This is an optimization exercise on Yosys and OpenROAD, whose aim is small area and a short achievable clock period, not a production implementation.
No run shown here included a check of the RTL's function; only the layout flow was run.

## flow/design.v (module list and top-level ports; edited modules follow where they fit)
// module butterfly_top_module_8_point: 899 lines
module butterfly_top_module_8_point(
    input clk,
    input rst,
    input new_input_flag,
    input [15:0] input_real0,
    input [15:0] input_real1,
    input [15:0] input_real2,
    input [15:0] input_real3,
    input [15:0] input_real4,
    input [15:0] input_real5,
    input [15:0] input_real6,
    input [15:0] input_real7,
    input [15:0] input_imag0,
    input [15:0] input_imag1,
    input [15:0] input_imag2,
    input [15:0] input_imag3,
    input [15:0] input_imag4,
    input [15:0] input_imag5,
    input [15:0] input_imag6,
    input [15:0] input_imag7,
    output [15:0] output_real0,
    output [15:0] output_real1,
    output [15:0] output_real2,
    output [15:0] output_real3,
    output [15:0] output_real4,
    output [15:0] output_real5,
    output [15:0] output_real6,
    output [15:0] output_real7,
    output [15:0] output_imag0,
    output [15:0] output_imag1,
    output [15:0] output_imag2,
    output [15:0] output_imag3,
    output [15:0] output_imag4,
    output [15:0] output_imag5,
    output [15:0] output_imag6,
    output [15:0] output_imag7,
    output fft_ready_flag
);
  // ...
==> flow/run.sh <==
#!/bin/bash
# synth_recipe.tcl (not shown) runs the flow's synth.tcl, then flattens the netlist and writes it again
# the make line also repeats each setting of config.mk as NAME=value (left out here)
make -C /OpenROAD-flow-scripts/flow DESIGN_CONFIG=/design/flow/config.mk WORK_HOME=/design/flow/orfs CLKGATE_MAP_FILE= SYNTH_SCRIPT=/design/flow/synth_recipe.tcl finish
==> flow/config.mk <==
export PLATFORM = sky130hd
export DESIGN_NAME = butterfly_top_module_8_point
export DESIGN_NICKNAME = butterfly_top_module_8_point
export VERILOG_FILES = /design/flow/design.v
export SDC_FILE = /design/flow/constraint.sdc
export NUM_CORES = 4
export LEC_CHECK = 0
export CAP_MARGIN = 20
export CORE_MARGIN = 2
export CORE_UTILIZATION = 40
export SETUP_SLACK_MARGIN = 5
export SLEW_MARGIN = 20
==> flow/constraint.sdc <==
create_clock -name core_clock -period 10.0 [get_ports {clk}]
set_input_delay 2.0000 -clock core_clock [delete_from_list [all_inputs] [get_ports {clk}]]
set_output_delay 2.0000 -clock core_clock [all_outputs]
set_load 0.01 [all_outputs]
==> flow_metrics.tcl, run 1 <==
set metrics [dict create \
    fin_skew_ns 0.0505 \
    grt_max_degree 16 \
    rows 149 \
    ant_nets 0 \
    synth.most_common_cell "inv_1" \
    routed.top_layer "met5" \
    hold_violations 0 \
    cp_max_fo 6 \
    ctsHoldBuffers 0 \
    r2r_end "l3_04i_1_p2[15]" \
    cts-root-buf "clkbuf_16" \
    grt_pass1_vias 55808 \
    taps 2189 \
    status "complete, no violations" \
    pre_cts_ws_ns 2.05 \
    buf_share 0.115 \
    slowest_stage "or4_4" \
    post_drt_wl_per_cell_um 20.3 \
    via_count 56482 \
    ys_seq_area_frac 0.228 \
    start_util 0.403 \
    cts_resized 1137 \
    multiInputGateArea_mm2 0.0547 \
    wl_met2_um 104000 \
    inv_count 1155 \
    cp-endpoint "l2_13r_g_p1[4]" \
]
==> run 2, diff against run 1 <==
--- a/flow/design.v
+++ b/flow/design.v
@@ -58,5 +58,7 @@
   wire l1_04r_g_mn = x4r[15] & ~l1_04r_g_nz;
-  wire [15:0] l1_04r_g = l1_04r_g_pos ? x4r - 16'd1 : {x4r[15:1], x4r[0] | l1_04r_g_mn};
-  wire [15:0] l1_04r_0 = x0r + l1_04r_g + {15'd0, 1'b0};
-  wire [15:0] l1_04r_1 = x0r + ~l1_04r_g + {15'd0, 1'b1};
+  wire [15:0] l1_04r_g = {x4r[15] ^ (l1_04r_g_pos & ~|x4r[14:0]), x4r[14] ^ (l1_04r_g_pos & ~|x4r[13:0]), x4r[13] ^ (l1_04r_g_pos & ~|x4r[12:0]), x4r[12] ^ (l1_04r_g_pos & ~|x4r[11:0]), x4r[11] ^ (l1_04r_g_pos & ~|x4r[10:0]), x4r[10] ^ (l1_04r_g_pos & ~|x4r[9:0]), x4r[9] ^ (l1_04r_g_pos & ~|x4r[8:0]), x4r[8] ^ (l1_04r_g_pos & ~|x4r[7:0]), x4r[7] ^ (l1_04r_g_pos & ~|x4r[6:0]), x4r[6] ^ (l1_04r_g_pos & ~|x4r[5:0]), x4r[5] ^ (l1_04r_g_pos & ~|x4r[4:0]), x4r[4] ^ (l1_04r_g_pos & ~|x4r[3:0]), x4r[3] ^ (l1_04r_g_pos & ~|x4r[2:0]), x4r[2] ^ (l1_04r_g_pos & ~|x4r[1:0]), x4r[1] ^ (l1_04r_g_pos & ~|x4r[0:0]), x4r[0] ^ (l1_04r_g_pos | l1_04r_g_mn)};
+  wire [15:0] l1_04r_0;
+  add16_sk u_l1_04r_0(.a(x0r), .b(l1_04r_g), .ci(1'b0), .y(l1_04r_0));
+  wire [15:0] l1_04r_1;
+  add16_sk u_l1_04r_1(.a(x0r), .b(~l1_04r_g), .ci(1'b1), .y(l1_04r_1));
   wire l1_04i_g_nz = |x4i[14:0];
@@ -64,5 +66,7 @@
   wire l1_04i_g_mn = x4i[15] & ~l1_04i_g_nz;
-  wire [15:0] l1_04i_g = l1_04i_g_pos ? x4i - 16'd1 : {x4i[15:1], x4i[0] | l1_04i_g_mn};
-  wire [15:0] l1_04i_0 = x0i + l1_04i_g + {15'd0, 1'b0};
-  wire [15:0] l1_04i_1 = x0i + ~l1_04i_g + {15'd0, 1'b1};
+  wire [15:0] l1_04i_g = {x4i[15] ^ (l1_04i_g_pos & ~|x4i[14:0]), x4i[14] ^ (l1_04i_g_pos & ~|x4i[13:0]), x4i[13] ^ (l1_04i_g_pos & ~|x4i[12:0]), x4i[12] ^ (l1_04i_g_pos & ~|x4i[11:0]), x4i[11] ^ (l1_04i_g_pos & ~|x4i[10:0]), x4i[10] ^ (l1_04i_g_pos & ~|x4i[9:0]), x4i[9] ^ (l1_04i_g_pos & ~|x4i[8:0]), x4i[8] ^ (l1_04i_g_pos & ~|x4i[7:0]), x4i[7] ^ (l1_04i_g_pos & ~|x4i[6:0]), x4i[6] ^ (l1_04i_g_pos & ~|x4i[5:0]), x4i[5] ^ (l1_04i_g_pos & ~|x4i[4:0]), x4i[4] ^ (l1_04i_g_pos & ~|x4i[3:0]), x4i[3] ^ (l1_04i_g_pos & ~|x4i[2:0]), x4i[2] ^ (l1_04i_g_pos & ~|x4i[1:0]), x4i[1] ^ (l1_04i_g_pos & ~|x4i[0:0]), x4i[0] ^ (l1_04i_g_pos | l1_04i_g_mn)};
+  wire [15:0] l1_04i_0;
+  add16_sk u_l1_04i_0(.a(x0i), .b(l1_04i_g), .ci(1'b0), .y(l1_04i_0));
+  wire [15:0] l1_04i_1;
+  add16_sk u_l1_04i_1(.a(x0i), .b(~l1_04i_g), .ci(1'b1), .y(l1_04i_1));
   wire l1_26r_g_nz = |x6r[14:0];
@@ -70,5 +74,7 @@
   wire l1_26r_g_mn = x6r[15] & ~l1_26r_g_nz;
-  wire [15:0] l1_26r_g = l1_26r_g_pos ? x6r - 16'd1 : {x6r[15:1], x6r[0] | l1_26r_g_mn};
-  wire [15:0] l1_26r_0 = x2r + l1_26r_g + {15'd0, 1'b0};
-  wire [15:0] l1_26r_1 = x2r + ~l1_26r_g + {15'd0, 1'b1};
+  wire [15:0] l1_26r_g = {x6r[15] ^ (l1_26r_g_pos & ~|x6r[14:0]), x6r[14] ^ (l1_26r_g_pos & ~|x6r[13:0]), x6r[13] ^ (l1_26r_g_pos & ~|x6r[12:0]), x6r[12] ^ (l1_26r_g_pos & ~|x6r[11:0]), x6r[11] ^ (l1_26r_g_pos & ~|x6r[10:0]), x6r[10] ^ (l1_26r_g_pos & ~|x6r[9:0]), x6r[9] ^ (l1_26r_g_pos & ~|x6r[8:0]), x6r[8] ^ (l1_26r_g_pos & ~|x6r[7:0]), x6r[7] ^ (l1_26r_g_pos & ~|x6r[6:0]), x6r[6] ^ (l1_26r_g_pos & ~|x6r[5:0]), x6r[5] ^ (l1_26r_g_pos & ~|x6r[4:0]), x6r[4] ^ (l1_26r_g_pos & ~|x6r[3:0]), x6r[3] ^ (l1_26r_g_pos & ~|x6r[2:0]), x6r[2] ^ (l1_26r_g_pos & ~|x6r[1:0]), x6r[1] ^ (l1_26r_g_pos & ~|x6r[0:0]), x6r[0] ^ (l1_26r_g_pos | l1_26r_g_mn)};
+  wire [15:0] l1_26r_0;
+  add16_sk u_l1_26r_0(.a(x2r), .b(l1_26r_g), .ci(1'b0), .y(l1_26r_0));
+  wire [15:0] l1_26r_1;
+  add16_sk u_l1_26r_1(.a(x2r), .b(~l1_26r_g), .ci(1'b1), .y(l1_26r_1));
   wire l1_26i_g_nz = |x6i[14:0];
@@ -76,5 +82,7 @@
   wire l1_26i_g_mn = x6i[15] & ~l1_26i_g_nz;
-  wire [15:0] l1_26i_g = l1_26i_g_pos ? x6i - 16'd1 : {x6i[15:1], x6i[0] | l1_26i_g_mn};
-  wire [15:0] l1_26i_0 = x2i + l1_26i_g + {15'd0, 1'b0};
-  wire [15:0] l1_26i_1 = x2i + ~l1_26i_g + {15'd0, 1'b1};
+  wire [15:0] l1_26i_g = {x6i[15] ^ (l1_26i_g_pos & ~|x6i[14:0]), x6i[14] ^ (l1_26i_g_pos & ~|x6i[13:0]), x6i[13] ^ (l1_26i_g_pos & ~|x6i[12:0]), x6i[12] ^ (l1_26i_g_pos & ~|x6i[11:0]), x6i[11] ^ (l1_26i_g_pos & ~|x6i[10:0]), x6i[10] ^ (l1_26i_g_pos & ~|x6i[9:0]), x6i[9] ^ (l1_26i_g_pos & ~|x6i[8:0]), x6i[8] ^ (l1_26i_g_pos & ~|x6i[7:0]), x6i[7] ^ (l1_26i_g_pos & ~|x6i[6:0]), x6i[6] ^ (l1_26i_g_pos & ~|x6i[5:0]), x6i[5] ^ (l1_26i_g_pos & ~|x6i[4:0]), x6i[4] ^ (l1_26i_g_pos & ~|x6i[3:0]), x6i[3] ^ (l1_26i_g_pos & ~|x6i[2:0]), x6i[2] ^ (l1_26i_g_pos & ~|x6i[1:0]), x6i[1] ^ (l1_26i_g_pos & ~|x6i[0:0]), x6i[0] ^ (l1_26i_g_pos | l1_26i_g_mn)};
+  wire [15:0] l1_26i_0;
+  add16_sk u_l1_26i_0(.a(x2i), .b(l1_26i_g), .ci(1'b0), .y(l1_26i_0));
+  wire [15:0] l1_26i_1;
+  add16_sk u_l1_26i_1(.a(x2i), .b(~l1_26i_g), .ci(1'b1), .y(l1_26i_1));
   wire l1_15r_g_nz = |x5r[14:0];
@@ -82,5 +90,7 @@
   wire l1_15r_g_mn = x5r[15] & ~l1_15r_g_nz;
-  wire [15:0] l1_15r_g = l1_15r_g_pos ? x5r - 16'd1 : {x5r[15:1], x5r[0] | l1_15r_g_mn};
-  wire [15:0] l1_15r_0 = x1r + l1_15r_g + {15'd0, 1'b0};
-  wire [15:0] l1_15r_1 = x1r + ~l1_15r_g + {15'd0, 1'b1};
+  wire [15:0] l1_15r_g = {x5r[15] ^ (l1_15r_g_pos & ~|x5r[14:0]), x5r[14] ^ (l1_15r_g_pos & ~|x5r[13:0]), x5r[13] ^ (l1_15r_g_pos & ~|x5r[12:0]), x5r[12] ^ (l1_15r_g_pos & ~|x5r[11:0]), x5r[11] ^ (l1_15r_g_pos & ~|x5r[10:0]), x5r[10] ^ (l1_15r_g_pos & ~|x5r[9:0]), x5r[9] ^ (l1_15r_g_pos & ~|x5r[8:0]), x5r[8] ^ (l1_15r_g_pos & ~|x5r[7:0]), x5r[7] ^ (l1_15r_g_pos & ~|x5r[6:0]), x5r[6] ^ (l1_15r_g_pos & ~|x5r[5:0]), x5r[5] ^ (l1_15r_g_pos & ~|x5r[4:0]), x5r[4] ^ (l1_15r_g_pos & ~|x5r[3:0]), x5r[3] ^ (l1_15r_g_pos & ~|x5r[2:0]), x5r[2] ^ (l1_15r_g_pos & ~|x5r[1:0]), x5r[1] ^ (l1_15r_g_pos & ~|x5r[0:0]), x5r[0] ^ (l1_15r_g_pos | l1_15r_g_mn)};
+  wire [15:0] l1_15r_0;
+  add16_sk u_l1_15r_0(.a(x1r), .b(l1_15r_g), .ci(1'b0), .y(l1_15r_0));
+  wire [15:0] l1_15r_1;
+  add16_sk u_l1_15r_1(.a(x1r), .b(~l1_15r_g), .ci(1'b1), .y(l1_15r_1));
   wire l1_15i_g_nz = |x5i[14:0];
@@ -88,5 +98,7 @@
   wire l1_15i_g_mn = x5i[15] & ~l1_15i_g_nz;
-  wire [15:0] l1_15i_g = l1_15i_g_pos ? x5i - 16'd1 : {x5i[15:1], x5i[0] | l1_15i_g_mn};
-  wire [15:0] l1_15i_0 = x1i + l1_15i_g + {15'd0, 1'b0};
-  wire [15:0] l1_15i_1 = x1i + ~l1_15i_g + {15'd0, 1'b1};
+  wire [15:0] l1_15i_g = {x5i[15] ^ (l1_15i_g_pos & ~|x5i[14:0]), x5i[14] ^ (l1_15i_g_pos & ~|x5i[13:0]), x5i[13] ^ (l1_15i_g_pos & ~|x5i[12:0]), x5i[12] ^ (l1_15i_g_pos & ~|x5i[11:0]), x5i[11] ^ (l1_15i_g_pos & ~|x5i[10:0]), x5i[10] ^ (l1_15i_g_pos & ~|x5i[9:0]), x5i[9] ^ (l1_15i_g_pos & ~|x5i[8:0]), x5i[8] ^ (l1_15i_g_pos & ~|x5i[7:0]), x5i[7] ^ (l1_15i_g_pos & ~|x5i[6:0]), x5i[6] ^ (l1_15i_g_pos & ~|x5i[5:0]), x5i[5] ^ (l1_15i_g_pos & ~|x5i[4:0]), x5i[4] ^ (l1_15i_g_pos & ~|x5i[3:0]), x5i[3] ^ (l1_15i_g_pos & ~|x5i[2:0]), x5i[2] ^ (l1_15i_g_pos & ~|x5i[1:0]), x5i[1] ^ (l1_15i_g_pos & ~|x5i[0:0]), x5i[0] ^ (l1_15i_g_pos | l1_15i_g_mn)};
+  wire [15:0] l1_15i_0;
+  add16_sk u_l1_15i_0(.a(x1i), .b(l1_15i_g), .ci(1'b0), .y(l1_15i_0));
+  wire [15:0] l1_15i_1;
+  add16_sk u_l1_15i_1(.a(x1i), .b(~l1_15i_g), .ci(1'b1), .y(l1_15i_1));
   wire l1_37r_g_nz = |x7r[14:0];
@@ -94,5 +106,7 @@
   wire l1_37r_g_mn = x7r[15] & ~l1_37r_g_nz;
-  wire [15:0] l1_37r_g = l1_37r_g_pos ? x7r - 16'd1 : {x7r[15:1], x7r[0] | l1_37r_g_mn};
-  wire [15:0] l1_37r_0 = x3r + l1_37r_g + {15'd0, 1'b0};
-  wire [15:0] l1_37r_1 = x3r + ~l1_37r_g + {15'd0, 1'b1};
+  wire [15:0] l1_37r_g = {x7r[15] ^ (l1_37r_g_pos & ~|x7r[14:0]), x7r[14] ^ (l1_37r_g_pos & ~|x7r[13:0]), x7r[13] ^ (l1_37r_g_pos & ~|x7r[12:0]), x7r[12] ^ (l1_37r_g_pos & ~|x7r[11:0]), x7r[11] ^ (l1_37r_g_pos & ~|x7r[10:0]), x7r[10] ^ (l1_37r_g_pos & ~|x7r[9:0]), x7r[9] ^ (l1_37r_g_pos & ~|x7r[8:0]), x7r[8] ^ (l1_37r_g_pos & ~|x7r[7:0]), x7r[7] ^ (l1_37r_g_pos & ~|x7r[6:0]), x7r[6] ^ (l1_37r_g_pos & ~|x7r[5:0]), x7r[5] ^ (l1_37r_g_pos & ~|x7r[4:0]), x7r[4] ^ (l1_37r_g_pos & ~|x7r[3:0]), x7r[3] ^ (l1_37r_g_pos & ~|x7r[2:0]), x7r[2] ^ (l1_37r_g_pos & ~|x7r[1:0]), x7r[1] ^ (l1_37r_g_pos & ~|x7r[0:0]), x7r[0] ^ (l1_37r_g_pos | l1_37r_g_mn)};
+  wire [15:0] l1_37r_0;
+  add16_sk u_l1_37r_0(.a(x3r), .b(l1_37r_g), .ci(1'b0), .y(l1_37r_0));
+  wire [15:0] l1_37r_1;
+  add16_sk u_l1_37r_1(.a(x3r), .b(~l1_37r_g), .ci(1'b1), .y(l1_37r_1));
   wire l1_37i_g_nz = |x7i[14:0];
@@ -100,65 +114,91 @@
   wire l1_37i_g_mn = x7i[15] & ~l1_37i_g_nz;
-  wire [15:0] l1_37i_g = l1_37i_g_pos ? x7i - 16'd1 : {x7i[15:1], x7i[0] | l1_37i_g_mn};
-  wire [15:0] l1_37i_0 = x3i + l1_37i_g + {15'd0, 1'b0};
-  wire [15:0] l1_37i_1 = x3i + ~l1_37i_g + {15'd0, 1'b1};
-  wire l2_02r_g_nz = |l1_26r_0[14:0];
-  wire l2_02r_g_pos = ~l1_26r_0[15] & l2_02r_g_nz;
-  wire l2_02r_g_mn = l1_26r_0[15] & ~l2_02r_g_nz;
-  wire [15:0] l2_02r_g = l2_02r_g_pos ? l1_26r_0 - 16'd1 : {l1_26r_0[15:1], l1_26r_0[0] | l2_02r_g_mn};
-  wire [15:0] l2_02r_0 = l1_04r_0_p1 + l2_02r_g_p1 + {15'd0, 1'b0};
-  wire [15:0] l2_02r_1 = l1_04r_0_p1 + ~l2_02r_g_p1 + {15'd0, 1'b1};
-  wire l2_02i_g_nz = |l1_26i_0[14:0];
-  wire l2_02i_g_pos = ~l1_26i_0[15] & l2_02i_g_nz;
-  wire l2_02i_g_mn = l1_26i_0[15] & ~l2_02i_g_nz;
-  wire [15:0] l2_02i_g = l2_02i_g_pos ? l1_26i_0 - 16'd1 : {l1_26i_0[15:1], l1_26i_0[0] | l2_02i_g_mn};
-  wire [15:0] l2_02i_0 = l1_04i_0_p1 + l2_02i_g_p1 + {15'd0, 1'b0};
-  wire [15:0] l2_02i_1 = l1_04i_0_p1 + ~l2_02i_g_p1 + {15'd0, 1'b1};
-  wire l2_46r_g_nz = |l1_26i_1[14:0];
-  wire l2_46r_g_pos = ~l1_26i_1[15] & l2_46r_g_nz;
-  wire l2_46r_g_mn = l1_26i_1[15] & ~l2_46r_g_nz;
-  wire [15:0] l2_46r_g = l2_46r_g_pos ? l1_26i_1 - 16'd1 : {l1_26i_1[15:1], l1_26i_1[0] | l2_46r_g_mn};
-  wire [15:0] l2_46r_0 = l1_04r_1_p1 + l2_46r_g_p1 + {15'd0, 1'b0};
-  wire [15:0] l2_46r_1 = l1_04r_1_p1 + ~l2_46r_g_p1 + {15'd0, 1'b1};
-  wire [15:0] l2_46i_0 = l1_04i_1_p1 + ~l1_26r_1_p1 + {15'd0, ~l1_26r_1_p1[15]};
-  wire [15:0] l2_46i_1 = l1_04i_1_p1 + l1_26r_1_p1 + {15'd0, l1_26r_1_p1[15]};
-  wire l2_13r_g_nz = |l1_37r_0[14:0];
-  wire l2_13r_g_pos = ~l1_37r_0[15] & l2_13r_g_nz;
-  wire l2_13r_g_mn = l1_37r_0[15] & ~l2_13r_g_nz;
-  wire [15:0] l2_13r_g = l2_13r_g_pos ? l1_37r_0 - 16'd1 : {l1_37r_0[15:1], l1_37r_0[0] | l2_13r_g_mn};
-  wire [15:0] l2_13r_0 = l1_15r_0_p1 + l2_13r_g_p1 + {15'd0, 1'b0};
-  wire [15:0] l2_13r_1 = l1_15r_0_p1 + ~l2_13r_g_p1 + {15'd0, 1'b1};
-  wire l2_13i_g_nz = |l1_37i_0[14:0];
-  wire l2_13i_g_pos = ~l1_37i_0[15] & l2_13i_g_nz;
-  wire l2_13i_g_mn = l1_37i_0[15] & ~l2_13i_g_nz;
-  wire [15:0] l2_13i_g = l2_13i_g_pos ? l1_37i_0 - 16'd1 : {l1_37i_0[15:1], l1_37i_0[0] | l2_13i_g_mn};
-  wire [15:0] l2_13i_0 = l1_15i_0_p1 + l2_13i_g_p1 + {15'd0, 1'b0};
-  wire [15:0] l2_13i_1 = l1_15i_0_p1 + ~l2_13i_g_p1 + {15'd0, 1'b1};
-  wire l2_57r_g_nz = |l1_37i_1[14:0];
-  wire l2_57r_g_pos = ~l1_37i_1[15] & l2_57r_g_nz;
-  wire l2_57r_g_mn = l1_37i_1[15] & ~l2_57r_g_nz;
-  wire [15:0] l2_57r_g = l2_57r_g_pos ? l1_37i_1 - 16'd1 : {l1_37i_1[15:1], l1_37i_1[0] | l2_57r_g_mn};
-  wire [15:0] l2_57r_0 = l1_15r_1_p1 + l2_57r_g_p1 + {15'd0, 1'b0};
-  wire [15:0] l2_57r_1 = l1_15r_1_p1 + ~l2_57r_g_p1 + {15'd0, 1'b1};
-  wire [15:0] l2_57i_0 = l1_15i_1_p1 + ~l1_37r_1_p1 + {15'd0, ~l1_37r_1_p1[15]};
-  wire [15:0] l2_57i_1 = l1_15i_1_p1 + l1_37r_1_p1 + {15'd0, l1_37r_1_p1[15]};
-  wire l3_04r_g_nz = |l2_13r_0[14:0];
-  wire l3_04r_g_pos = ~l2_13r_0[15] & l3_04r_g_nz;
-  wire l3_04r_g_mn = l2_13r_0[15] & ~l3_04r_g_nz;
-  wire [15:0] l3_04r_g = l3_04r_g_pos ? l2_13r_0 - 16'd1 : {l2_13r_0[15:1], l2_13r_0[0] | l3_04r_g_mn};
-  wire [15:0] l3_04r_0 = l2_02r_0 + l3_04r_g + {15'd0, 1'b0};
-  wire [15:0] l3_04r_1 = l2_02r_0 + ~l3_04r_g + {15'd0, 1'b1};
-  wire l3_04i_g_nz = |l2_13i_0[14:0];
-  wire l3_04i_g_pos = ~l2_13i_0[15] & l3_04i_g_nz;
-  wire l3_04i_g_mn = l2_13i_0[15] & ~l3_04i_g_nz;
-  wire [15:0] l3_04i_g = l3_04i_g_pos ? l2_13i_0 - 16'd1 : {l2_13i_0[15:1], l2_13i_0[0] | l3_04i_g_mn};
-  wire [15:0] l3_04i_0 = l2_02i_0 + l3_04i_g + {15'd0, 1'b0};
-  wire [15:0] l3_04i_1 = l2_02i_0 + ~l3_04i_g + {15'd0, 1'b1};
-  wire l3_26r_g_nz = |l2_13i_1[14:0];
-  wire l3_26r_g_pos = ~l2_13i_1[15] & l3_26r_g_nz;
-  wire l3_26r_g_mn = l2_13i_1[15] & ~l3_26r_g_nz;
-  wire [15:0] l3_26r_g = l3_26r_g_pos ? l2_13i_1 - 16'd1 : {l2_13i_1[15:1], l2_13i_1[0] | l3_26r_g_mn};
-  wire [15:0] l3_26r_0 = l2_02r_1 + l3_26r_g + {15'd0, 1'b0};
-  wire [15:0] l3_26r_1 = l2_02r_1 + ~l3_26r_g + {15'd0, 1'b1};
-  wire [15:0] l3_26i_0 = l2_02i_1 + ~l2_13r_1 + {15'd0, ~l2_13r_1[15]};
-  wire [15:0] l3_26i_1 = l2_02i_1 + l2_13r_1 + {15'd0, l2_13r_1[15]};
+  wire [15:0] l1_37i_g = {x7i[15] ^ (l1_37i_g_pos & ~|x7i[14:0]), x7i[14] ^ (l1_37i_g_pos & ~|x7i[13:0]), x7i[13] ^ (l1_37i_g_pos & ~|x7i[12:0]), x7i[12] ^ (l1_37i_g_pos & ~|x7i[11:0]), x7i[11] ^ (l1_37i_g_pos & ~|x7i[10:0]), x7i[10] ^ (l1_37i_g_pos & ~|x7i[9:0]), x7i[9] ^ (l1_37i_g_pos & ~|x7i[8:0]), x7i[8] ^ (l1_37i_g_pos & ~|x7i[7:0]), x7i[7] ^ (l1_37i_g_pos & ~|x7i[6:0]), x7i[6] ^ (l1_37i_g_pos & ~|x7i[5:0]), x7i[5] ^ (l1_37i_g_pos & ~|x7i[4:0]), x7i[4] ^ (l1_37i_g_pos & ~|x7i[3:0]), x7i[3] ^ (l1_37i_g_pos & ~|x7i[2:0]), x7i[2] ^ (l1_37i_g_pos & ~|x7i[1:0]), x7i[1] ^ (l1_37i_g_pos & ~|x7i[0:0]), x7i[0] ^ (l1_37i_g_pos | l1_37i_g_mn)};
+  wire [15:0] l1_37i_0;
+  add16_sk u_l1_37i_0(.a(x3i), .b(l1_37i_g), .ci(1'b0), .y(l1_37i_0));
+  wire [15:0] l1_37i_1;
+  add16_sk u_l1_37i_1(.a(x3i), .b(~l1_37i_g), .ci(1'b1), .y(l1_37i_1));
+  wire l2_02r_g_nz = |l1_26r_0_p1[14:0];
+  wire l2_02r_g_pos = ~l1_26r_0_p1[15] & l2_02r_g_nz;
+  wire l2_02r_g_mn = l1_26r_0_p1[15] & ~l2_02r_g_nz;
+  wire [15:0] l2_02r_g = {l1_26r_0_p1[15] ^ (l2_02r_g_pos & ~|l1_26r_0_p1[14:0]), l1_26r_0_p1[14] ^ (l2_02r_g_pos & ~|l1_26r_0_p1[13:0]), l1_26r_0_p1[13] ^ (l2_02r_g_pos & ~|l1_26r_0_p1[12:0]), l1_26r_0_p1[12] ^ (l2_02r_g_pos & ~|l1_26r_0_p1[11:0]), l1_26r_0_p1[11] ^ (l2_02r_g_pos & ~|l1_26r_0_p1[10:0]), l1_26r_0_p1[10] ^ (l2_02r_g_pos & ~|l1_26r_0_p1[9:0]), l1_26r_0_p1[9] ^ (l2_02r_g_pos & ~|l1_26r_0_p1[8:0]), l1_26r_0_p1[8] ^ (l2_02r_g_pos & ~|l1_26r_0_p1[7:0]), l1_26r_0_p1[7] ^ (l2_02r_g_pos & ~|l1_26r_0_p1[6:0]), l1_26r_0_p1[6] ^ (l2_02r_g_pos & ~|l1_26r_0_p1[5:0]), l1_26r_0_p1[5] ^ (l2_02r_g_pos & ~|l1_26r_0_p1[4:0]), l1_26r_0_p1[4] ^ (l2_02r_g_pos & ~|l1_26r_0_p1[3:0]), l1_26r_0_p1[3] ^ (l2_02r_g_pos & ~|l1_26r_0_p1[2:0]), l1_26r_0_p1[2] ^ (l2_02r_g_pos & ~|l1_26r_0_p1[1:0]), l1_26r_0_p1[1] ^ (l2_02r_g_pos & ~|l1_26r_0_p1[0:0]), l1_26r_0_p1[0] ^ (l2_02r_g_pos | l2_02r_g_mn)};
+  wire [15:0] l2_02r_0;
+  add16_sk u_l2_02r_0(.a(l1_04r_0_p1), .b(l2_02r_g), .ci(1'b0), .y(l2_02r_0));
+  wire [15:0] l2_02r_1;
+  add16_sk u_l2_02r_1(.a(l1_04r_0_p1), .b(~l2_02r_g), .ci(1'b1), .y(l2_02r_1));
+  wire l2_02i_g_nz = |l1_26i_0_p1[14:0];
+  wire l2_02i_g_pos = ~l1_26i_0_p1[15] & l2_02i_g_nz;
+  wire l2_02i_g_mn = l1_26i_0_p1[15] & ~l2_02i_g_nz;
+  wire [15:0] l2_02i_g = {l1_26i_0_p1[15] ^ (l2_02i_g_pos & ~|l1_26i_0_p1[14:0]), l1_26i_0_p1[14] ^ (l2_02i_g_pos & ~|l1_26i_0_p1[13:0]), l1_26i_0_p1[13] ^ (l2_02i_g_pos & ~|l1_26i_0_p1[12:0]), l1_26i_0_p1[12] ^ (l2_02i_g_pos & ~|l1_26i_0_p1[11:0]), l1_26i_0_p1[11] ^ (l2_02i_g_pos & ~|l1_26i_0_p1[10:0]), l1_26i_0_p1[10] ^ (l2_02i_g_pos & ~|l1_26i_0_p1[9:0]), l1_26i_0_p1[9] ^ (l2_02i_g_pos & ~|l1_26i_0_p1[8:0]), l1_26i_0_p1[8] ^ (l2_02i_g_pos & ~|l1_26i_0_p1[7:0]), l1_26i_0_p1[7] ^ (l2_02i_g_pos & ~|l1_26i_0_p1[6:0]), l1_26i_0_p1[6] ^ (l2_02i_g_pos & ~|l1_26i_0_p1[5:0]), l1_26i_0_p1[5] ^ (l2_02i_g_pos & ~|l1_26i_0_p1[4:0]), l1_26i_0_p1[4] ^ (l2_02i_g_pos & ~|l1_26i_0_p1[3:0]), l1_26i_0_p1[3] ^ (l2_02i_g_pos & ~|l1_26i_0_p1[2:0]), l1_26i_0_p1[2] ^ (l2_02i_g_pos & ~|l1_26i_0_p1[1:0]), l1_26i_0_p1[1] ^ (l2_02i_g_pos & ~|l1_26i_0_p1[0:0]), l1_26i_0_p1[0] ^ (l2_02i_g_pos | l2_02i_g_mn)};
+  wire [15:0] l2_02i_0;
+  add16_sk u_l2_02i_0(.a(l1_04i_0_p1), .b(l2_02i_g), .ci(1'b0), .y(l2_02i_0));
+  wire [15:0] l2_02i_1;
+  add16_sk u_l2_02i_1(.a(l1_04i_0_p1), .b(~l2_02i_g), .ci(1'b1), .y(l2_02i_1));
+  wire l2_46r_g_nz = |l1_26i_1_p1[14:0];
+  wire l2_46r_g_pos = ~l1_26i_1_p1[15] & l2_46r_g_nz;
+  wire l2_46r_g_mn = l1_26i_1_p1[15] & ~l2_46r_g_nz;
+  wire [15:0] l2_46r_g = {l1_26i_1_p1[15] ^ (l2_46r_g_pos & ~|l1_26i_1_p1[14:0]), l1_26i_1_p1[14] ^ (l2_46r_g_pos & ~|l1_26i_1_p1[13:0]), l1_26i_1_p1[13] ^ (l2_46r_g_pos & ~|l1_26i_1_p1[12:0]), l1_26i_1_p1[12] ^ (l2_46r_g_pos & ~|l1_26i_1_p1[11:0]), l1_26i_1_p1[11] ^ (l2_46r_g_pos & ~|l1_26i_1_p1[10:0]), l1_26i_1_p1[10] ^ (l2_46r_g_pos & ~|l1_26i_1_p1[9:0]), l1_26i_1_p1[9] ^ (l2_46r_g_pos & ~|l1_26i_1_p1[8:0]), l1_26i_1_p1[8] ^ (l2_46r_g_pos & ~|l1_26i_1_p1[7:0]), l1_26i_1_p1[7] ^ (l2_46r_g_pos & ~|l1_26i_1_p1[6:0]), l1_26i_1_p1[6] ^ (l2_46r_g_pos & ~|l1_26i_1_p1[5:0]), l1_26i_1_p1[5] ^ (l2_46r_g_pos & ~|l1_26i_1_p1[4:0]), l1_26i_1_p1[4] ^ (l2_46r_g_pos & ~|l1_26i_1_p1[3:0]), l1_26i_1_p1[3] ^ (l2_46r_g_pos & ~|l1_26i_1_p1[2:0]), l1_26i_1_p1[2] ^ (l2_46r_g_pos & ~|l1_26i_1_p1[1:0]), l1_26i_1_p1[1] ^ (l2_46r_g_pos & ~|l1_26i_1_p1[0:0]), l1_26i_1_p1[0] ^ (l2_46r_g_pos | l2_46r_g_mn)};
+  wire [15:0] l2_46r_0;
+  add16_sk u_l2_46r_0(.a(l1_04r_1_p1), .b(l2_46r_g), .ci(1'b0), .y(l2_46r_0));
+  wire [15:0] l2_46r_1;
+  add16_sk u_l2_46r_1(.a(l1_04r_1_p1), .b(~l2_46r_g), .ci(1'b1), .y(l2_46r_1));
+  wire [15:0] l2_46i_0;
+  add16_sk u_l2_46i_0(.a(l1_04i_1_p1), .b(~l1_26r_1_p1), .ci(~l1_26r_1_p1[15]), .y(l2_46i_0));
+  wire [15:0] l2_46i_1;
+  add16_sk u_l2_46i_1(.a(l1_04i_1_p1), .b(l1_26r_1_p1), .ci(l1_26r_1_p1[15]), .y(l2_46i_1));
+  wire l2_13r_g_nz = |l1_37r_0_p1[14:0];
+  wire l2_13r_g_pos = ~l1_37r_0_p1[15] & l2_13r_g_nz;
+  wire l2_13r_g_mn = l1_37r_0_p1[15] & ~l2_13r_g_nz;
+  wire [15:0] l2_13r_g = {l1_37r_0_p1[15] ^ (l2_13r_g_pos & ~|l1_37r_0_p1[14:0]), l1_37r_0_p1[14] ^ (l2_13r_g_pos & ~|l1_37r_0_p1[13:0]), l1_37r_0_p1[13] ^ (l2_13r_g_pos & ~|l1_37r_0_p1[12:0]), l1_37r_0_p1[12] ^ (l2_13r_g_pos & ~|l1_37r_0_p1[11:0]), l1_37r_0_p1[11] ^ (l2_13r_g_pos & ~|l1_37r_0_p1[10:0]), l1_37r_0_p1[10] ^ (l2_13r_g_pos & ~|l1_37r_0_p1[9:0]), l1_37r_0_p1[9] ^ (l2_13r_g_pos & ~|l1_37r_0_p1[8:0]), l1_37r_0_p1[8] ^ (l2_13r_g_pos & ~|l1_37r_0_p1[7:0]), l1_37r_0_p1[7] ^ (l2_13r_g_pos & ~|l1_37r_0_p1[6:0]), l1_37r_0_p1[6] ^ (l2_13r_g_pos & ~|l1_37r_0_p1[5:0]), l1_37r_0_p1[5] ^ (l2_13r_g_pos & ~|l1_37r_0_p1[4:0]), l1_37r_0_p1[4] ^ (l2_13r_g_pos & ~|l1_37r_0_p1[3:0]), l1_37r_0_p1[3] ^ (l2_13r_g_pos & ~|l1_37r_0_p1[2:0]), l1_37r_0_p1[2] ^ (l2_13r_g_pos & ~|l1_37r_0_p1[1:0]), l1_37r_0_p1[1] ^ (l2_13r_g_pos & ~|l1_37r_0_p1[0:0]), l1_37r_0_p1[0] ^ (l2_13r_g_pos | l2_13r_g_mn)};
+  wire [15:0] l2_13r_0;
+  add16_sk u_l2_13r_0(.a(l1_15r_0_p1), .b(l2_13r_g), .ci(1'b0), .y(l2_13r_0));
+  wire [15:0] l2_13r_1;
+  add16_sk u_l2_13r_1(.a(l1_15r_0_p1), .b(~l2_13r_g), .ci(1'b1), .y(l2_13r_1));
+  wire l2_13i_g_nz = |l1_37i_0_p1[14:0];
+  wire l2_13i_g_pos = ~l1_37i_0_p1[15] & l2_13i_g_nz;
+  wire l2_13i_g_mn = l1_37i_0_p1[15] & ~l2_13i_g_nz;
+  wire [15:0] l2_13i_g = {l1_37i_0_p1[15] ^ (l2_13i_g_pos & ~|l1_37i_0_p1[14:0]), l1_37i_0_p1[14] ^ (l2_13i_g_pos & ~|l1_37i_0_p1[13:0]), l1_37i_0_p1[13] ^ (l2_13i_g_pos & ~|l1_37i_0_p1[12:0]), l1_37i_0_p1[12] ^ (l2_13i_g_pos & ~|l1_37i_0_p1[11:0]), l1_37i_0_p1[11] ^ (l2_13i_g_pos & ~|l1_37i_0_p1[10:0]), l1_37i_0_p1[10] ^ (l2_13i_g_pos & ~|l1_37i_0_p1[9:0]), l1_37i_0_p1[9] ^ (l2_13i_g_pos & ~|l1_37i_0_p1[8:0]), l1_37i_0_p1[8] ^ (l2_13i_g_pos & ~|l1_37i_0_p1[7:0]), l1_37i_0_p1[7] ^ (l2_13i_g_pos & ~|l1_37i_0_p1[6:0]), l1_37i_0_p1[6] ^ (l2_13i_g_pos & ~|l1_37i_0_p1[5:0]), l1_37i_0_p1[5] ^ (l2_13i_g_pos & ~|l1_37i_0_p1[4:0]), l1_37i_0_p1[4] ^ (l2_13i_g_pos & ~|l1_37i_0_p1[3:0]), l1_37i_0_p1[3] ^ (l2_13i_g_pos & ~|l1_37i_0_p1[2:0]), l1_37i_0_p1[2] ^ (l2_13i_g_pos & ~|l1_37i_0_p1[1:0]), l1_37i_0_p1[1] ^ (l2_13i_g_pos & ~|l1_37i_0_p1[0:0]), l1_37i_0_p1[0] ^ (l2_13i_g_pos | l2_13i_g_mn)};
+  wire [15:0] l2_13i_0;
+  add16_sk u_l2_13i_0(.a(l1_15i_0_p1), .b(l2_13i_g), .ci(1'b0), .y(l2_13i_0));
+  wire [15:0] l2_13i_1;
+  add16_sk u_l2_13i_1(.a(l1_15i_0_p1), .b(~l2_13i_g), .ci(1'b1), .y(l2_13i_1));
+  wire l2_57r_g_nz = |l1_37i_1_p1[14:0];
+  wire l2_57r_g_pos = ~l1_37i_1_p1[15] & l2_57r_g_nz;
+  wire l2_57r_g_mn = l1_37i_1_p1[15] & ~l2_57r_g_nz;
+  wire [15:0] l2_57r_g = {l1_37i_1_p1[15] ^ (l2_57r_g_pos & ~|l1_37i_1_p1[14:0]), l1_37i_1_p1[14] ^ (l2_57r_g_pos & ~|l1_37i_1_p1[13:0]), l1_37i_1_p1[13] ^ (l2_57r_g_pos & ~|l1_37i_1_p1[12:0]), l1_37i_1_p1[12] ^ (l2_57r_g_pos & ~|l1_37i_1_p1[11:0]), l1_37i_1_p1[11] ^ (l2_57r_g_pos & ~|l1_37i_1_p1[10:0]), l1_37i_1_p1[10] ^ (l2_57r_g_pos & ~|l1_37i_1_p1[9:0]), l1_37i_1_p1[9] ^ (l2_57r_g_pos & ~|l1_37i_1_p1[8:0]), l1_37i_1_p1[8] ^ (l2_57r_g_pos & ~|l1_37i_1_p1[7:0]), l1_37i_1_p1[7] ^ (l2_57r_g_pos & ~|l1_37i_1_p1[6:0]), l1_37i_1_p1[6] ^ (l2_57r_g_pos & ~|l1_37i_1_p1[5:0]), l1_37i_1_p1[5] ^ (l2_57r_g_pos & ~|l1_37i_1_p1[4:0]), l1_37i_1_p1[4] ^ (l2_57r_g_pos & ~|l1_37i_1_p1[3:0]), l1_37i_1_p1[3] ^ (l2_57r_g_pos & ~|l1_37i_1_p1[2:0]), l1_37i_1_p1[2] ^ (l2_57r_g_pos & ~|l1_37i_1_p1[1:0]), l1_37i_1_p1[1] ^ (l2_57r_g_pos & ~|l1_37i_1_p1[0:0]), l1_37i_1_p1[0] ^ (l2_57r_g_pos | l2_57r_g_mn)};
+  wire [15:0] l2_57r_0;
+  add16_sk u_l2_57r_0(.a(l1_15r_1_p1), .b(l2_57r_g), .ci(1'b0), .y(l2_57r_0));
+  wire [15:0] l2_57r_1;
+  add16_sk u_l2_57r_1(.a(l1_15r_1_p1), .b(~l2_57r_g), .ci(1'b1), .y(l2_57r_1));
+  wire [15:0] l2_57i_0;
+  add16_sk u_l2_57i_0(.a(l1_15i_1_p1), .b(~l1_37r_1_p1), .ci(~l1_37r_1_p1[15]), .y(l2_57i_0));
+  wire [15:0] l2_57i_1;
+  add16_sk u_l2_57i_1(.a(l1_15i_1_p1), .b(l1_37r_1_p1), .ci(l1_37r_1_p1[15]), .y(l2_57i_1));
+  wire l3_04r_g_nz = |l2_13r_0_p2[14:0];
+  wire l3_04r_g_pos = ~l2_13r_0_p2[15] & l3_04r_g_nz;
+  wire l3_04r_g_mn = l2_13r_0_p2[15] & ~l3_04r_g_nz;
+  wire [15:0] l3_04r_g = {l2_13r_0_p2[15] ^ (l3_04r_g_pos & ~|l2_13r_0_p2[14:0]), l2_13r_0_p2[14] ^ (l3_04r_g_pos & ~|l2_13r_0_p2[13:0]), l2_13r_0_p2[13] ^ (l3_04r_g_pos & ~|l2_13r_0_p2[12:0]), l2_13r_0_p2[12] ^ (l3_04r_g_pos & ~|l2_13r_0_p2[11:0]), l2_13r_0_p2[11] ^ (l3_04r_g_pos & ~|l2_13r_0_p2[10:0]), l2_13r_0_p2[10] ^ (l3_04r_g_pos & ~|l2_13r_0_p2[9:0]), l2_13r_0_p2[9] ^ (l3_04r_g_pos & ~|l2_13r_0_p2[8:0]), l2_13r_0_p2[8] ^ (l3_04r_g_pos & ~|l2_13r_0_p2[7:0]), l2_13r_0_p2[7] ^ (l3_04r_g_pos & ~|l2_13r_0_p2[6:0]), l2_13r_0_p2[6] ^ (l3_04r_g_pos & ~|l2_13r_0_p2[5:0]), l2_13r_0_p2[5] ^ (l3_04r_g_pos & ~|l2_13r_0_p2[4:0]), l2_13r_0_p2[4] ^ (l3_04r_g_pos & ~|l2_13r_0_p2[3:0]), l2_13r_0_p2[3] ^ (l3_04r_g_pos & ~|l2_13r_0_p2[2:0]), l2_13r_0_p2[2] ^ (l3_04r_g_pos & ~|l2_13r_0_p2[1:0]), l2_13r_0_p2[1] ^ (l3_04r_g_pos & ~|l2_13r_0_p2[0:0]), l2_13r_0_p2[0] ^ (l3_04r_g_pos | l3_04r_g_mn)};
+  wire [15:0] l3_04r_0;
+  add16_sk u_l3_04r_0(.a(l2_02r_0_p2), .b(l3_04r_g), .ci(1'b0), .y(l3_04r_0));
+  wire [15:0] l3_04r_1;
+  add16_sk u_l3_04r_1(.a(l2_02r_0_p2), .b(~l3_04r_g), .ci(1'b1), .y(l3_04r_1));
+  wire l3_04i_g_nz = |l2_13i_0_p2[14:0];
+  wire l3_04i_g_pos = ~l2_13i_0_p2[15] & l3_04i_g_nz;
+  wire l3_04i_g_mn = l2_13i_0_p2[15] & ~l3_04i_g_nz;
+  wire [15:0] l3_04i_g = {l2_13i_0_p2[15] ^ (l3_04i_g_pos & ~|l2_13i_0_p2[14:0]), l2_13i_0_p2[14] ^ (l3_04i_g_pos & ~|l2_13i_0_p2[13:0]), l2_13i_0_p2[13] ^ (l3_04i_g_pos & ~|l2_13i_0_p2[12:0]), l2_13i_0_p2[12] ^ (l3_04i_g_pos & ~|l2_13i_0_p2[11:0]), l2_13i_0_p2[11] ^ (l3_04i_g_pos & ~|l2_13i_0_p2[10:0]), l2_13i_0_p2[10] ^ (l3_04i_g_pos & ~|l2_13i_0_p2[9:0]), l2_13i_0_p2[9] ^ (l3_04i_g_pos & ~|l2_13i_0_p2[8:0]), l2_13i_0_p2[8] ^ (l3_04i_g_pos & ~|l2_13i_0_p2[7:0]), l2_13i_0_p2[7] ^ (l3_04i_g_pos & ~|l2_13i_0_p2[6:0]), l2_13i_0_p2[6] ^ (l3_04i_g_pos & ~|l2_13i_0_p2[5:0]), l2_13i_0_p2[5] ^ (l3_04i_g_pos & ~|l2_13i_0_p2[4:0]), l2_13i_0_p2[4] ^ (l3_04i_g_pos & ~|l2_13i_0_p2[3:0]), l2_13i_0_p2[3] ^ (l3_04i_g_pos & ~|l2_13i_0_p2[2:0]), l2_13i_0_p2[2] ^ (l3_04i_g_pos & ~|l2_13i_0_p2[1:0]), l2_13i_0_p2[1] ^ (l3_04i_g_pos & ~|l2_13i_0_p2[0:0]), l2_13i_0_p2[0] ^ (l3_04i_g_pos | l3_04i_g_mn)};
+  wire [15:0] l3_04i_0;
+  add16_sk u_l3_04i_0(.a(l2_02i_0_p2), .b(l3_04i_g), .ci(1'b0), .y(l3_04i_0));
+  wire [15:0] l3_04i_1;
+  add16_sk u_l3_04i_1(.a(l2_02i_0_p2), .b(~l3_04i_g), .ci(1'b1), .y(l3_04i_1));
+  wire l3_26r_g_nz = |l2_13i_1_p2[14:0];
+  wire l3_26r_g_pos = ~l2_13i_1_p2[15] & l3_26r_g_nz;
+  wire l3_26r_g_mn = l2_13i_1_p2[15] & ~l3_26r_g_nz;
+  wire [15:0] l3_26r_g = {l2_13i_1_p2[15] ^ (l3_26r_g_pos & ~|l2_13i_1_p2[14:0]), l2_13i_1_p2[14] ^ (l3_26r_g_pos & ~|l2_13i_1_p2[13:0]), l2_13i_1_p2[13] ^ (l3_26r_g_pos & ~|l2_13i_1_p2[12:0]), l2_13i_1_p2[12] ^ (l3_26r_g_pos & ~|l2_13i_1_p2[11:0]), l2_13i_1_p2[11] ^ (l3_26r_g_pos & ~|l2_13i_1_p2[10:0]), l2_13i_1_p2[10] ^ (l3_26r_g_pos & ~|l2_13i_1_p2[9:0]), l2_13i_1_p2[9] ^ (l3_26r_g_pos & ~|l2_13i_1_p2[8:0]), l2_13i_1_p2[8] ^ (l3_26r_g_pos & ~|l2_13i_1_p2[7:0]), l2_13i_1_p2[7] ^ (l3_26r_g_pos & ~|l2_13i_1_p2[6:0]), l2_13i_1_p2[6] ^ (l3_26r_g_pos & ~|l2_13i_1_p2[5:0]), l2_13i_1_p2[5] ^ (l3_26r_g_pos & ~|l2_13i_1_p2[4:0]), l2_13i_1_p2[4] ^ (l3_26r_g_pos & ~|l2_13i_1_p2[3:0]), l2_13i_1_p2[3] ^ (l3_26r_g_pos & ~|l2_13i_1_p2[2:0]), l2_13i_1_p2[2] ^ (l3_26r_g_pos & ~|l2_13i_1_p2[1:0]), l2_13i_1_p2[1] ^ (l3_26r_g_pos & ~|l2_13i_1_p2[0:0]), l2_13i_1_p2[0] ^ (l3_26r_g_pos | l3_26r_g_mn)};
+  wire [15:0] l3_26r_0;
+  add16_sk u_l3_26r_0(.a(l2_02r_1_p2), .b(l3_26r_g), .ci(1'b0), .y(l3_26r_0));
+  wire [15:0] l3_26r_1;
+  add16_sk u_l3_26r_1(.a(l2_02r_1_p2), .b(~l3_26r_g), .ci(1'b1), .y(l3_26r_1));
+  wire [15:0] l3_26i_0;
+  add16_sk u_l3_26i_0(.a(l2_02i_1_p2), .b(~l2_13r_1_p2), .ci(~l2_13r_1_p2[15]), .y(l3_26i_0));
+  wire [15:0] l3_26i_1;
+  add16_sk u_l3_26i_1(.a(l2_02i_1_p2), .b(l2_13r_1_p2), .ci(l2_13r_1_p2[15]), .y(l3_26i_1));
   wire [16:0] s5 = {l2_57r_0[15],l2_57r_0} + {l2_57i_0[15],l2_57i_0};
@@ -755,40 +795,56 @@
   wire [15:0] y1r_rc = (l2_46r_0_p2 & ms5_xh) | (l2_46r_0_p2 & ms5_yh) | (ms5_xh & ms5_yh);
-  wire [15:0] y1r = y1r_rs + {y1r_rc[14:0], ms5_c} + {15'd0, 1'b0};
+  wire [15:0] y1r;
+  add16_sk u_y1r(.a(y1r_rs), .b({y1r_rc[14:0], ms5_c}), .ci(1'b0), .y(y1r));
   wire [15:0] y5r_rs = l2_46r_0_p2 ^ ~ms5_xh ^ ~ms5_yh;
   wire [15:0] y5r_rc = (l2_46r_0_p2 & ~ms5_xh) | (l2_46r_0_p2 & ~ms5_yh) | (~ms5_xh & ~ms5_yh);
-  wire [15:0] y5r = y5r_rs + {y5r_rc[14:0], ~ms5_c} + {15'd0, 1'b1};
+  wire [15:0] y5r;
+  add16_sk u_y5r(.a(y5r_rs), .b({y5r_rc[14:0], ~ms5_c}), .ci(1'b1), .y(y5r));
   wire [15:0] y1i_rs = l2_46i_0_p2 ^ md5_xh ^ md5_yh;
   wire [15:0] y1i_rc = (l2_46i_0_p2 & md5_xh) | (l2_46i_0_p2 & md5_yh) | (md5_xh & md5_yh);
-  wire [15:0] y1i = y1i_rs + {y1i_rc[14:0], md5_c} + {15'd0, 1'b0};
+  wire [15:0] y1i;
+  add16_sk u_y1i(.a(y1i_rs), .b({y1i_rc[14:0], md5_c}), .ci(1'b0), .y(y1i));
   wire [15:0] y5i_rs = l2_46i_0_p2 ^ ~md5_xh ^ ~md5_yh;
   wire [15:0] y5i_rc = (l2_46i_0_p2 & ~md5_xh) | (l2_46i_0_p2 & ~md5_yh) | (~md5_xh & ~md5_yh);
-  wire [15:0] y5i = y5i_rs + {y5i_rc[14:0], ~md5_c} + {15'd0, 1'b1};
+  wire [15:0] y5i;
+  add16_sk u_y5i(.a(y5i_rs), .b({y5i_rc[14:0], ~md5_c}), .ci(1'b1), .y(y5i));
   wire [15:0] y3r_rs = l2_46r_1_p2 ^ md7_xh ^ md7_yh;
   wire [15:0] y3r_rc = (l2_46r_1_p2 & md7_xh) | (l2_46r_1_p2 & md7_yh) | (md7_xh & md7_yh);
-  wire [15:0] y3r = y3r_rs + {y3r_rc[14:0], md7_c} + {15'd0, 1'b0};
+  wire [15:0] y3r;
+  add16_sk u_y3r(.a(y3r_rs), .b({y3r_rc[14:0], md7_c}), .ci(1'b0), .y(y3r));
   wire [15:0] y7r_rs = l2_46r_1_p2 ^ ~md7_xh ^ ~md7_yh;
   wire [15:0] y7r_rc = (l2_46r_1_p2 & ~md7_xh) | (l2_46r_1_p2 & ~md7_yh) | (~md7_xh & ~md7_yh);
-  wire [15:0] y7r = y7r_rs + {y7r_rc[14:0], ~md7_c} + {15'd0, 1'b1};
+  wire [15:0] y7r;
+  add16_sk u_y7r(.a(y7r_rs), .b({y7r_rc[14:0], ~md7_c}), .ci(1'b1), .y(y7r));
   wire [15:0] y3i_rs = l2_46i_1_p2 ^ ~ms7_xh ^ ~ms7_yh;
   wire [15:0] y3i_rc = (l2_46i_1_p2 & ~ms7_xh) | (l2_46i_1_p2 & ~ms7_yh) | (~ms7_xh & ~ms7_yh);
-  wire [15:0] y3i = y3i_rs + {y3i_rc[14:0], ~ms7_c} + {15'd0, ~nz7_p2};
+  wire [15:0] y3i;
+  add16_sk u_y3i(.a(y3i_rs), .b({y3i_rc[14:0], ~ms7_c}), .ci(~nz7_p2), .y(y3i));
   wire [15:0] y7i_rs = l2_46i_1_p2 ^ ms7_xh ^ ms7_yh;
   wire [15:0] y7i_rc = (l2_46i_1_p2 & ms7_xh) | (l2_46i_1_p2 & ms7_yh) | (ms7_xh & ms7_yh);
-  wire [15:0] y7i = y7i_rs + {y7i_rc[14:0], ms7_c} + {15'd0, nz7_p2};
+  wire [15:0] y7i;
+  add16_sk u_y7i(.a(y7i_rs), .b({y7i_rc[14:0], ms7_c}), .ci(nz7_p2), .y(y7i));
+  reg [15:0] l1_26r_0_p1;
   reg [15:0] l1_04r_0_p1;
-  reg [15:0] l2_02r_g_p1;
+  reg [15:0] l1_26i_0_p1;
   reg [15:0] l1_04i_0_p1;
-  reg [15:0] l2_02i_g_p1;
+  reg [15:0] l1_26i_1_p1;
   reg [15:0] l1_04r_1_p1;
-  reg [15:0] l2_46r_g_p1;
   reg [15:0] l1_26r_1_p1;
   reg [15:0] l1_04i_1_p1;
+  reg [15:0] l1_37r_0_p1;
   reg [15:0] l1_15r_0_p1;
-  reg [15:0] l2_13r_g_p1;
+  reg [15:0] l1_37i_0_p1;
   reg [15:0] l1_15i_0_p1;
-  reg [15:0] l2_13i_g_p1;
+  reg [15:0] l1_37i_1_p1;
   reg [15:0] l1_15r_1_p1;
-  reg [15:0] l2_57r_g_p1;
   reg [15:0] l1_37r_1_p1;
   reg [15:0] l1_15i_1_p1;
+  reg [15:0] l2_13r_0_p2;
+  reg [15:0] l2_02r_0_p2;
+  reg [15:0] l2_13i_0_p2;
+  reg [15:0] l2_02i_0_p2;
+  reg [15:0] l2_13i_1_p2;
+  reg [15:0] l2_02r_1_p2;
+  reg [15:0] l2_13r_1_p2;
+  reg [15:0] l2_02i_1_p2;
   reg [16:0] s5_p2;
@@ -802,5 +858,3 @@
   reg [0:0] nz7_p2;
-  reg [15:0] l3_04r_0_p2;
   reg [15:0] l3_04r_0_p3;
-  reg [15:0] l3_04i_0_p2;
   reg [15:0] l3_04i_0_p3;
@@ -808,5 +862,3 @@
   reg [15:0] y1i_p3;
-  reg [15:0] l3_26r_0_p2;
   reg [15:0] l3_26r_0_p3;
-  reg [15:0] l3_26i_0_p2;
   reg [15:0] l3_26i_0_p3;
@@ -814,5 +866,3 @@
   reg [15:0] y3i_p3;
-  reg [15:0] l3_04r_1_p2;
   reg [15:0] l3_04r_1_p3;
-  reg [15:0] l3_04i_1_p2;
   reg [15:0] l3_04i_1_p3;
@@ -820,5 +870,3 @@
   reg [15:0] y5i_p3;
-  reg [15:0] l3_26r_1_p2;
   reg [15:0] l3_26r_1_p3;
-  reg [15:0] l3_26i_1_p2;
   reg [15:0] l3_26i_1_p3;
@@ -827,18 +875,26 @@
   always @(posedge clk) begin
+    l1_26r_0_p1 <= l1_26r_0;
     l1_04r_0_p1 <= l1_04r_0;
-    l2_02r_g_p1 <= l2_02r_g;
+    l1_26i_0_p1 <= l1_26i_0;
     l1_04i_0_p1 <= l1_04i_0;
-    l2_02i_g_p1 <= l2_02i_g;
+    l1_26i_1_p1 <= l1_26i_1;
     l1_04r_1_p1 <= l1_04r_1;
-    l2_46r_g_p1 <= l2_46r_g;
     l1_26r_1_p1 <= l1_26r_1;
     l1_04i_1_p1 <= l1_04i_1;
+    l1_37r_0_p1 <= l1_37r_0;
     l1_15r_0_p1 <= l1_15r_0;
-    l2_13r_g_p1 <= l2_13r_g;
+    l1_37i_0_p1 <= l1_37i_0;
     l1_15i_0_p1 <= l1_15i_0;
-    l2_13i_g_p1 <= l2_13i_g;
+    l1_37i_1_p1 <= l1_37i_1;
     l1_15r_1_p1 <= l1_15r_1;
-    l2_57r_g_p1 <= l2_57r_g;
     l1_37r_1_p1 <= l1_37r_1;
     l1_15i_1_p1 <= l1_15i_1;
+    l2_13r_0_p2 <= l2_13r_0;
+    l2_02r_0_p2 <= l2_02r_0;
+    l2_13i_0_p2 <= l2_13i_0;
+    l2_02i_0_p2 <= l2_02i_0;
+    l2_13i_1_p2 <= l2_13i_1;
+    l2_02r_1_p2 <= l2_02r_1;
+    l2_13r_1_p2 <= l2_13r_1;
+    l2_02i_1_p2 <= l2_02i_1;
     s5_p2 <= s5;
@@ -852,24 +908,16 @@
     nz7_p2 <= nz7;
-    l3_04r_0_p2 <= l3_04r_0;
-    l3_04r_0_p3 <= l3_04r_0_p2;
-    l3_04i_0_p2 <= l3_04i_0;
-    l3_04i_0_p3 <= l3_04i_0_p2;
+    l3_04r_0_p3 <= l3_04r_0;
+    l3_04i_0_p3 <= l3_04i_0;
     y1r_p3 <= y1r;
     y1i_p3 <= y1i;
-    l3_26r_0_p2 <= l3_26r_0;
-    l3_26r_0_p3 <= l3_26r_0_p2;
-    l3_26i_0_p2 <= l3_26i_0;
-    l3_26i_0_p3 <= l3_26i_0_p2;
+    l3_26r_0_p3 <= l3_26r_0;
+    l3_26i_0_p3 <= l3_26i_0;
     y3r_p3 <= y3r;
     y3i_p3 <= y3i;
-    l3_04r_1_p2 <= l3_04r_1;
-    l3_04r_1_p3 <= l3_04r_1_p2;
-    l3_04i_1_p2 <= l3_04i_1;
-    l3_04i_1_p3 <= l3_04i_1_p2;
+    l3_04r_1_p3 <= l3_04r_1;
+    l3_04i_1_p3 <= l3_04i_1;
     y5r_p3 <= y5r;
     y5i_p3 <= y5i;
-    l3_26r_1_p2 <= l3_26r_1;
-    l3_26r_1_p3 <= l3_26r_1_p2;
-    l3_26i_1_p2 <= l3_26i_1;
-    l3_26i_1_p3 <= l3_26i_1_p2;
+    l3_26r_1_p3 <= l3_26r_1;
+    l3_26i_1_p3 <= l3_26i_1;
     y7r_p3 <= y7r;
@@ -900 +948,71 @@
 endmodule
+module add16_sk(input [15:0] a, input [15:0] b, input ci, output [15:0] y);
+  wire [15:0] p0 = a ^ b;
+  wire [15:0] g0 = a & b;
+  wire [15:0] gg0 = {g0[15:1], g0[0] | (p0[0] & ci)};
+  wire G1_1 = gg0[1] | (p0[1] & gg0[0]);
+  wire P1_1 = p0[1] & p0[0];
+  wire G1_3 = gg0[3] | (p0[3] & gg0[2]);
+  wire P1_3 = p0[3] & p0[2];
+  wire G1_5 = gg0[5] | (p0[5] & gg0[4]);
+  wire P1_5 = p0[5] & p0[4];
+  wire G1_7 = gg0[7] | (p0[7] & gg0[6]);
+  wire P1_7 = p0[7] & p0[6];
+  wire G1_9 = gg0[9] | (p0[9] & gg0[8]);
+  wire P1_9 = p0[9] & p0[8];
+  wire G1_11 = gg0[11] | (p0[11] & gg0[10]);
+  wire P1_11 = p0[11] & p0[10];
+  wire G1_13 = gg0[13] | (p0[13] & gg0[12]);
+  wire P1_13 = p0[13] & p0[12];
+  wire G1_15 = gg0[15] | (p0[15] & gg0[14]);
+  wire P1_15 = p0[15] & p0[14];
+  wire G2_2 = gg0[2] | (p0[2] & G1_1);
+  wire P2_2 = p0[2] & P1_1;
+  wire G2_3 = G1_3 | (P1_3 & G1_1);
+  wire P2_3 = P1_3 & P1_1;
+  wire G2_6 = gg0[6] | (p0[6] & G1_5);
+  wire P2_6 = p0[6] & P1_5;
+  wire G2_7 = G1_7 | (P1_7 & G1_5);
+  wire P2_7 = P1_7 & P1_5;
+  wire G2_10 = gg0[10] | (p0[10] & G1_9);
+  wire P2_10 = p0[10] & P1_9;
+  wire G2_11 = G1_11 | (P1_11 & G1_9);
+  wire P2_11 = P1_11 & P1_9;
+  wire G2_14 = gg0[14] | (p0[14] & G1_13);
+  wire P2_14 = p0[14] & P1_13;
+  wire G2_15 = G1_15 | (P1_15 & G1_13);
+  wire P2_15 = P1_15 & P1_13;
+  wire G3_4 = gg0[4] | (p0[4] & G2_3);
+  wire P3_4 = p0[4] & P2_3;
+  wire G3_5 = G1_5 | (P1_5 & G2_3);
+  wire P3_5 = P1_5 & P2_3;
+  wire G3_6 = G2_6 | (P2_6 & G2_3);
+  wire P3_6 = P2_6 & P2_3;
+  wire G3_7 = G2_7 | (P2_7 & G2_3);
+  wire P3_7 = P2_7 & P2_3;
+  wire G3_12 = gg0[12] | (p0[12] & G2_11);
+  wire P3_12 = p0[12] & P2_11;
+  wire G3_13 = G1_13 | (P1_13 & G2_11);
+  wire P3_13 = P1_13 & P2_11;
+  wire G3_14 = G2_14 | (P2_14 & G2_11);
+  wire P3_14 = P2_14 & P2_11;
+  wire G3_15 = G2_15 | (P2_15 & G2_11);
+  wire P3_15 = P2_15 & P2_11;
+  wire G4_8 = gg0[8] | (p0[8] & G3_7);
+  wire P4_8 = p0[8] & P3_7;
+  wire G4_9 = G1_9 | (P1_9 & G3_7);
+  wire P4_9 = P1_9 & P3_7;
+  wire G4_10 = G2_10 | (P2_10 & G3_7);
+  wire P4_10 = P2_10 & P3_7;
+  wire G4_11 = G2_11 | (P2_11 & G3_7);
+  wire P4_11 = P2_11 & P3_7;
+  wire G4_12 = G3_12 | (P3_12 & G3_7);
+  wire P4_12 = P3_12 & P3_7;
+  wire G4_13 = G3_13 | (P3_13 & G3_7);
+  wire P4_13 = P3_13 & P3_7;
+  wire G4_14 = G3_14 | (P3_14 & G3_7);
+  wire P4_14 = P3_14 & P3_7;
+  wire G4_15 = G3_15 | (P3_15 & G3_7);
+  wire P4_15 = P3_15 & P3_7;
+  assign y = p0 ^ {G4_14, G4_13, G4_12, G4_11, G4_10, G4_9, G4_8, G3_7, G3_6, G3_5, G3_4, G2_3, G2_2, G1_1, gg0[0], ci};
+endmodule
==> flow/flow/run.sh (new file) <==
#!/bin/bash
# The standard layout (standard.sh), with the ports buffered by buf_1 cells instead of
# the larger clkdlybuf4s50_1 that buffer_ports picks on its own; every port still gets a buffer.
set -euo pipefail
bash standard.sh "BUFFER_PORTS_ARGS=-buffer_cell sky130_fd_sc_hd__buf_1" finish > standard_sh.log 2>&1
==> flow/standard.sh (new file) <==
#!/bin/bash
# synth_recipe.tcl (not shown) runs the flow's synth.tcl, then flattens the netlist and writes it again
# the make line also repeats each setting of config.mk as NAME=value (left out here)
make -C /OpenROAD-flow-scripts/flow DESIGN_CONFIG=/design/flow/config.mk WORK_HOME=/design/flow/orfs CLKGATE_MAP_FILE= SYNTH_SCRIPT=/design/flow/synth_recipe.tcl "${@:-finish}"
--- a/flow/config.mk
+++ b/flow/config.mk
@@ -9,3 +9,3 @@
 export CORE_MARGIN = 2
-export CORE_UTILIZATION = 40
+export CORE_UTILIZATION = 60
 export SETUP_SLACK_MARGIN = 5
removed: flow/run.sh
==> run 2 against run 1 <==
Effect of this change: maximum frequency grew 14%; non-clock buffer count shrank 528; clock skew down 0.024 ns; final cell count down 24%; critical path type unchanged.
==> flow_metrics.tcl, run 2 <==
set metrics [dict create \
    place_congestion 0.960 \
    cts_tree "built" \
    clk_pin_slew_ns 0.06 \
    status "complete, no violations" \
    grt_pass1_wl_um 244000 \
    ctsHoldBuffers 0 \
    ff_latch_area_mm2 0.0152 \
    h-tree-depth 3 \
    via_count 44234 \
    drive_gt1_frac 0.105 \
    cp-end-kind "flop" \
    syn_avg_cell_area_um2 9.49 \
    r2r_cells 22 \
    synth_common_cells "inv_1 (1113), ha_1 (839), dfxtp_1 (754)" \
    synth.most_common_cell "inv_1" \
    ant_nets 0 \
    start_util 0.603 \
    worstSkewPairLatency_ns 0.68 \
    port-buffer-count 515 \
    ys_seq_area_frac 0.251 \
    rrSetupSlack_ns 4.97 \
    ys_types 76 \
    start_kind "primary input" \
    r2r_end "nz7_p2" \
    worst_slew_pin_slew_ns 0.736 \
    drv_slew 0 \
    cts-root-buf "clkbuf_16" \
    synth_fp_nets 7957 \
    grt_max_degree 15 \
    required_ns 10.58 \
    grt.overflow.total 0 \
    numCtsBuffers 85 \
    cp_max_fo 2 \
    max_freq_ghz 0.193 \
    multiInputGateArea_mm2 0.0427 \
    drv_cap 0 \
    place_hpwl_um 134000 \
    synth_edf_count 0 \
    syn2layout_area_growth_pct 15.9 \
    synth_top_area_share 0.251 \
    synth_top_flop_cell "dfxtp_1" \
    tns_ns 0 \
    setup_violations 0 \
    fp.dieArea_mm2 0.103 \
    yosys.area.top_type "dfxtp_1" \
    grt_pass1_vias 43978 \
    critPathKind "in -> reg" \
    hold_violations 0 \
    async_flop_share 0 \
    n_fill_cell 7946 \
    synth_seq_cells 754 \
    fin_nets 8579 \
    post_drt_wl_per_cell_um 19.3 \
    rr_startpoint "l1_37i_1_p1[5]" \
    die_y_um 321 \
    rows 116 \
    fin_skew_ns 0.0263 \
    die_w_um 321 \
    cp.arrival_ns 5.77 \
    postRouteWirelength_um 161000 \
    cts_buffer_depth 3 \
    synth.area.top_cells "dfxtp_1 (25%), ha_1 (17%), fa_1 (17%)" \
    period_minus_slack_ns 5.18 \
]
[run 2: through the flow]
stage                     cells  instance area (um2)  hold slack, ns   util  setup WS (ns)
after global routing       8323                69700           0.444  0.699           4.72
after detailed placement   8058                63800           0.430  0.640           3.98
after floorplan            6335                60600           0.414      -           4.36
after CTS                  8241                67800           0.440  0.680           4.81
final                      8327                69700           0.434  0.699           4.82
after global placement     8058                63800           0.424  0.640           4.05
[run 2: critical path, cell delays in order]
cell      delay [ns]
buf_6           0.09
or3_4           0.38
or3_4           0.39
nor2_4          0.12
nand4b_1        0.18
ha_4            0.32
xnor2_2         0.16
ha_2            0.20
inv_2           0.04
fa_2            0.35
nor2b_4         0.13
o311a_1         0.32
o21a_4          0.23
a211oi_4        0.28
o31ai_4         0.12
a2111o_1        0.37
o211ai_1        0.09
[run 2: worst max-delay path by stage]
stage                    startpoint         endpoint  depth (start not counted)
floorplan            input_real4[6]  l1_04r_1_p1[15]                         16
global placement    input_real6[10]  l1_26r_1_p1[15]                         17
detailed placement  input_real6[10]  l1_26r_1_p1[15]                         17
CTS                  input_real4[5]  l1_04r_1_p1[15]                         17
global route         input_real4[6]  l1_04r_1_p1[15]                         17
finish               input_real4[6]  l1_04r_1_p1[15]                         17
[run 2: metal layers]
metal / up-vias / wire length [um] / GRT usage
li1: 21586 / - / -
met4: 0 / 7770 / 0.136
met3: 288 / 6520 / 0.0310
met2: 1053 / 77900 / 0.532
met1: 21307 / 68300 / 0.390
met5: - / 0 / 0
[run 2: area by class of cell]
type                            count  area share
Antenna cell                        5    0.000179
Clock buffer                      113      0.0348
Clock inverter                     41      0.0102
Inverter                         1116      0.0602
Multi-Input combinational cell   4374       0.612
Sequential cell                   754       0.218
Tap cell                         1298      0.0233
Timing Repair Buffer              626      0.0412
[run 2: cell families after synthesis]
group	Yosys count	synth area share
AOI/OAI and AO/OA	897	0.0994
buffers and inverters	1207	0.0759
and+or+nand+nor	1302	0.107
DFF	754	0.251
muxes	2	0.000333
adders and majority gates	1363	0.349
xor gates and xnor gates	810	0.118
[run 2: repair_timing]
item                                    CTS  global route
resized for setup                       148           320
pin swaps                                51           172
setup buffers                            29            81
hold endpoints to repair                  0             0
endpoints found under the setup margin   91           113

## port drivers added, routing unchanged
No port has a modelled driver above. Below, the same layouts with a new extraction and two added sets of constraints.
Step 1: set_driving_cell puts a clkbuf_16 on clk and a buf_2 on each other input, an assumption about the parent block.
Step 2 adds t to the input delays and takes it off the output delays; t is the mean of the earliest and latest rising clock arrival at the registers after step 1. Input paths then give back, and output paths get back, about the clock's delay inside the block.
Three values: no drivers, after step 1, after step 2; two values: the first two.
| run | shift t [ns] | setup WS [ns] | worst setup path at the end | slew at the worst register clock pin (ns) |
|---|---|---|---|---|
| run 1 | 0.785 | 4.082 / 4.120 / 3.335 | input to register | 0.07 / 0.07 |
| run 2 | 0.740 | 4.815 / 4.852 / 4.113 | input to register | 0.07 / 0.07 |
After both steps every run listed still meets setup and hold. The setup slack of run 1, which loses most, moves by +0.038 ns with the drivers and by -0.747 ns with both steps.
